This is an optimization exercise on Yosys and OpenROAD, whose aim is small area, not a production implementation. RTL that was checked went through simulation tests only; none was proved equivalent to the original. No driver is modelled on the clock port, so clock power and skew are understated where the tree is cut down; a real chip needs a root buffer or a tree. Power is estimated from default activity; no workload was simulated.

## v6
==> module Car_alarm_system, before the edit <==
module Car_alarm_system(in,reset,power,siren,stat,clk);
 input reset,clk;
 input [4:0]in;
 output power,siren,stat;
 wire brk = in[4], hids = in[3], ign = in[2], dd = in[1], pd = in[0];
 wire door = dd | pd;
 reg pp, pw;
 always @(posedge clk) begin
   pp <= ign & ((pp & ~reset) | (hids & brk));
   pw <= pp & ~reset;
 end
 assign power = pw;
 localparam [8:0] D_RST = 9'd432;  
 reg [8:0] d;
 reg hh, ckk;
 wire g = (d[7:0] == 8'd236);
 wire tick = ~reset & g;
 always @(posedge clk) begin
   d <= reset ? D_RST : {d[7:0], d[8] ^ d[3] ^ g};
   hh <= ~reset & (hh ^ g);
   ckk <= ~reset & (ckk ^ (hh & g));
 end
 wire ck = ~reset & ckk;
 localparam [3:0] S_DR = 4'b0000, S_A0 = 4'b0001, S_EB = 4'b1000, S_AR = 4'b0100,
                  S_AL = 4'b1100, S_AC = 4'b1101;
 reg [3:0] q;
 wire [3:0] qs = reset ? S_A0 : q;
 wire is_a0 = (qs[3:2] != 2'b11) & ~qs[1] & qs[0];
 wire is_ea = qs[1];
 wire is_ar = qs == S_AR, is_eb = qs == S_EB, is_dr = qs == S_DR;
 wire is_al = qs == S_AL, is_ac = qs == S_AC;
 wire star = is_ar | is_ea | is_ac;
 wire [1:0] st = is_ea ? (qs[0] ? 2'd2 : 2'd1) : is_ac ? 2'd3 : 2'd0;
 reg k, start;
 wire start_v = star & (k | start);
 reg [3:0] count;
 reg [1:0] p;
 reg cr;
 wire cr_s = cr & ~reset;
 wire cz = (count == 4'd0);
 wire exp = cr_s & ~cz;
 wire [3:0] val = (p == 2'd0) ? 4'd10 : (p == 2'd1) ? 4'd8 : (p == 2'd2) ? 4'd15 : 4'd3;
 always @(posedge clk) begin
   k <= star & ~k;
   start <= start_v;
   p <= st;
   if (cr_s) begin
     if (tick & ~start) begin count <= val; cr <= 1'b0; end
     else begin count <= cz ? count : count - 4'd1; cr <= 1'b1; end
   end else begin
     cr <= tick & start & cz;
     if (~start) count <= val;
     else if (tick) count <= cz ? 4'd4 : count - 4'd1;
   end
 end
 wire [3:0] a0 = {1'b0, ck, 2'b01};
 reg [3:0] nq;
 always @* begin
   nq = qs;
   if (ign) nq = S_DR;
   else if (door) begin
     if (is_a0) nq = {1'b0, ck, 1'b1, pd};
     else if (is_dr | is_ar) nq = S_EB;
     else if (is_eb | is_ea) nq = exp ? S_AL : qs;
     else nq = S_AL;
   end else begin
     if (is_a0) nq = a0;
     else if (is_dr | is_eb) nq = S_AR;
     else if (is_ar | is_ac) nq = exp ? a0 : qs;
     else if (is_al) nq = S_AC;
     else nq = start_v ? a0 : S_AR;  
   end
 end
 always @(posedge clk) q <= nq;
 assign siren = ~reset & q[3] & q[2];
 assign stat = ~reset & q[2];
endmodule
clock: 15.0 ns
lec_check: 0
cap_margin: 20
core_margin: 2
core_utilization: 25
slew_margin: 20
standard.sh (not shown) runs the stock make flow with config.mk's settings and CLKGATE_MAP_FILE= SYNTH_SCRIPT=/design/flow/synth_recipe.tcl, a recipe that flattens the netlist after the stock synthesis.
==> flow/flow/run.sh <==
#!/bin/bash
# Layout flow: the standard flow (standard.sh) with these changes.
#  1. After the standard synthesis, the combinational logic between the
#     registers is mapped again by ABC for area (remap.log); the registers,
#     their cells and names are the standard synthesis's.
#  2. buffer_ports inserts buf_1 cells as the port buffers.
#  3. Clock tree synthesis adds no dummy loads, and its root buffer is then
#     removed, so the clock port drives the (two) leaf buffers directly.
# Each tool's output goes to a log file in this folder; ORFS keeps each
# step's own log under orfs/logs/.
set -euo pipefail
export BUFFER_PORTS_ARGS="-buffer_cell sky130_fd_sc_hd__buf_1"
export CTS_ARGS="-sink_clustering_enable -repair_clock_nets -dont_use_dummy_load -buf_list sky130_fd_sc_hd__clkbuf_8 -root_buf sky130_fd_sc_hd__clkbuf_8"
export POST_CTS_TCL="$PWD/flow/post_cts.tcl"

bash standard.sh synth > standard_synth.log 2>&1

R=orfs/results/$FLOW_PLATFORM/Car_alarm_system/base
cp $R/1_2_yosys.v remap_in.v
bash flow/remap.sh remap_in.v remap_out.v > remap.log 2>&1
cp remap_out.v $R/1_2_yosys.v
rm -f $R/1_synth.odb $R/1_synth.sdc

bash standard.sh > standard.log 2>&1
Other scripts of this flow, unchanged in this note and not shown: flow/flow/cellmodels.py, flow/flow/dont_use.txt, flow/flow/post_cts.tcl, flow/flow/remap.abc, flow/flow/remap.sh
Relative to v6, the following input files were edited for v7:
--- a/flow/design.v
+++ b/flow/design.v
@@ -33,28 +33,39 @@
  wire star = is_ar | is_ea | is_ac;
  wire [1:0] st = is_ea ? (qs[0] ? 2'd2 : 2'd1) : is_ac ? 2'd3 : 2'd0;
  reg k, start;
  wire start_v = star & (k | start);
  reg [3:0] count;
- reg [1:0] p;
  reg cr;
  wire cr_s = cr & ~reset;
  wire cz = (count == 4'd0);
- wire exp = cr_s & ~cz;
- wire [3:0] val = (p == 2'd0) ? 4'd10 : (p == 2'd1) ? 4'd8 : (p == 2'd2) ? 4'd15 : 4'd3;
+ wire exp = cr_s & (count[3:2] == 2'b01);
+ wire last = exp & (count[1:0] == 2'b00);
+ wire load_ok = ~start & ~start_v;
+ wire [3:0] val = (st == 2'd0) ? 4'd10 : (st == 2'd1) ? 4'd8 : (st == 2'd2) ? 4'd15 : 4'd3;
+ reg [3:0] count_n;
+ reg cr_n;
+ always @* begin
+   count_n = count;
+   cr_n = cr_s;
+   if (cr_s) begin
+     if (tick & ~start) cr_n = 1'b0;
+     if (exp & ~last) count_n = count - 4'd1;
+     else if (load_ok) count_n = val;
+     else if (last) count_n = 4'd3;
+   end else if (start) begin
+     if (tick) begin
+       if (cz) begin count_n = 4'd7; cr_n = 1'b1; end
+       else count_n = count - 4'd1;
+     end
+   end else if (load_ok) count_n = val;
+ end
  always @(posedge clk) begin
    k <= star & ~k;
    start <= start_v;
-   p <= st;
-   if (cr_s) begin
-     if (tick & ~start) begin count <= val; cr <= 1'b0; end
-     else begin count <= cz ? count : count - 4'd1; cr <= 1'b1; end
-   end else begin
-     cr <= tick & start & cz;
-     if (~start) count <= val;
-     else if (tick) count <= cz ? 4'd4 : count - 4'd1;
-   end
+   cr <= cr_n;
+   count <= count ^ (count_n ^ count);
  end
  wire [3:0] a0 = {1'b0, ck, 2'b01};
  reg [3:0] nq;
  always @* begin
    nq = qs;
==> run summary <==
Between v6 and v7, part of the cycle the worst path needs is lower for v6, v7 comes in above that.
Any difference in switching fraction of total power between v7 and v6 is small enough to ignore.
Comparing v7 with v6, the share of final-layout standard cells stronger than drive strength 1 came out essentially unchanged.
Number of sequential storage elements: v7 lower than v6
Delta (v7 minus v6): hold slack has remained practically unchanged, growth of design area from synthesis to finish went up 0.71 points, non-clock buffer count closely matched the old numbers.
No functional check of the RTL was part of v7.

[separate check: timing with driven ports]
Ports are ideal in the flow. The routed layouts listed here were re-timed in OpenROAD.
Step 1 assumes that a clkbuf_16 drives the clock port and a buf_2 every other input.
Step 2 adds t to the input delays and takes it off the output delays; t is the mean of the earliest and latest rising clock arrival at the registers after step 1. Input paths then give back, and output paths get back, about the clock's delay inside the block.
Three values: ideal, step 1, step 2; two values: the first two.
run | t (ns) | setup slack, ns | clock arrival spread, ns
v6 | 0.170 | 8.290 / 8.268 / 8.268 | 0.011 / 0.011
v7 | 0.168 | 7.848 / 7.826 / 7.826 | 0.014 / 0.014
After both steps setup and hold are still met in every run listed.
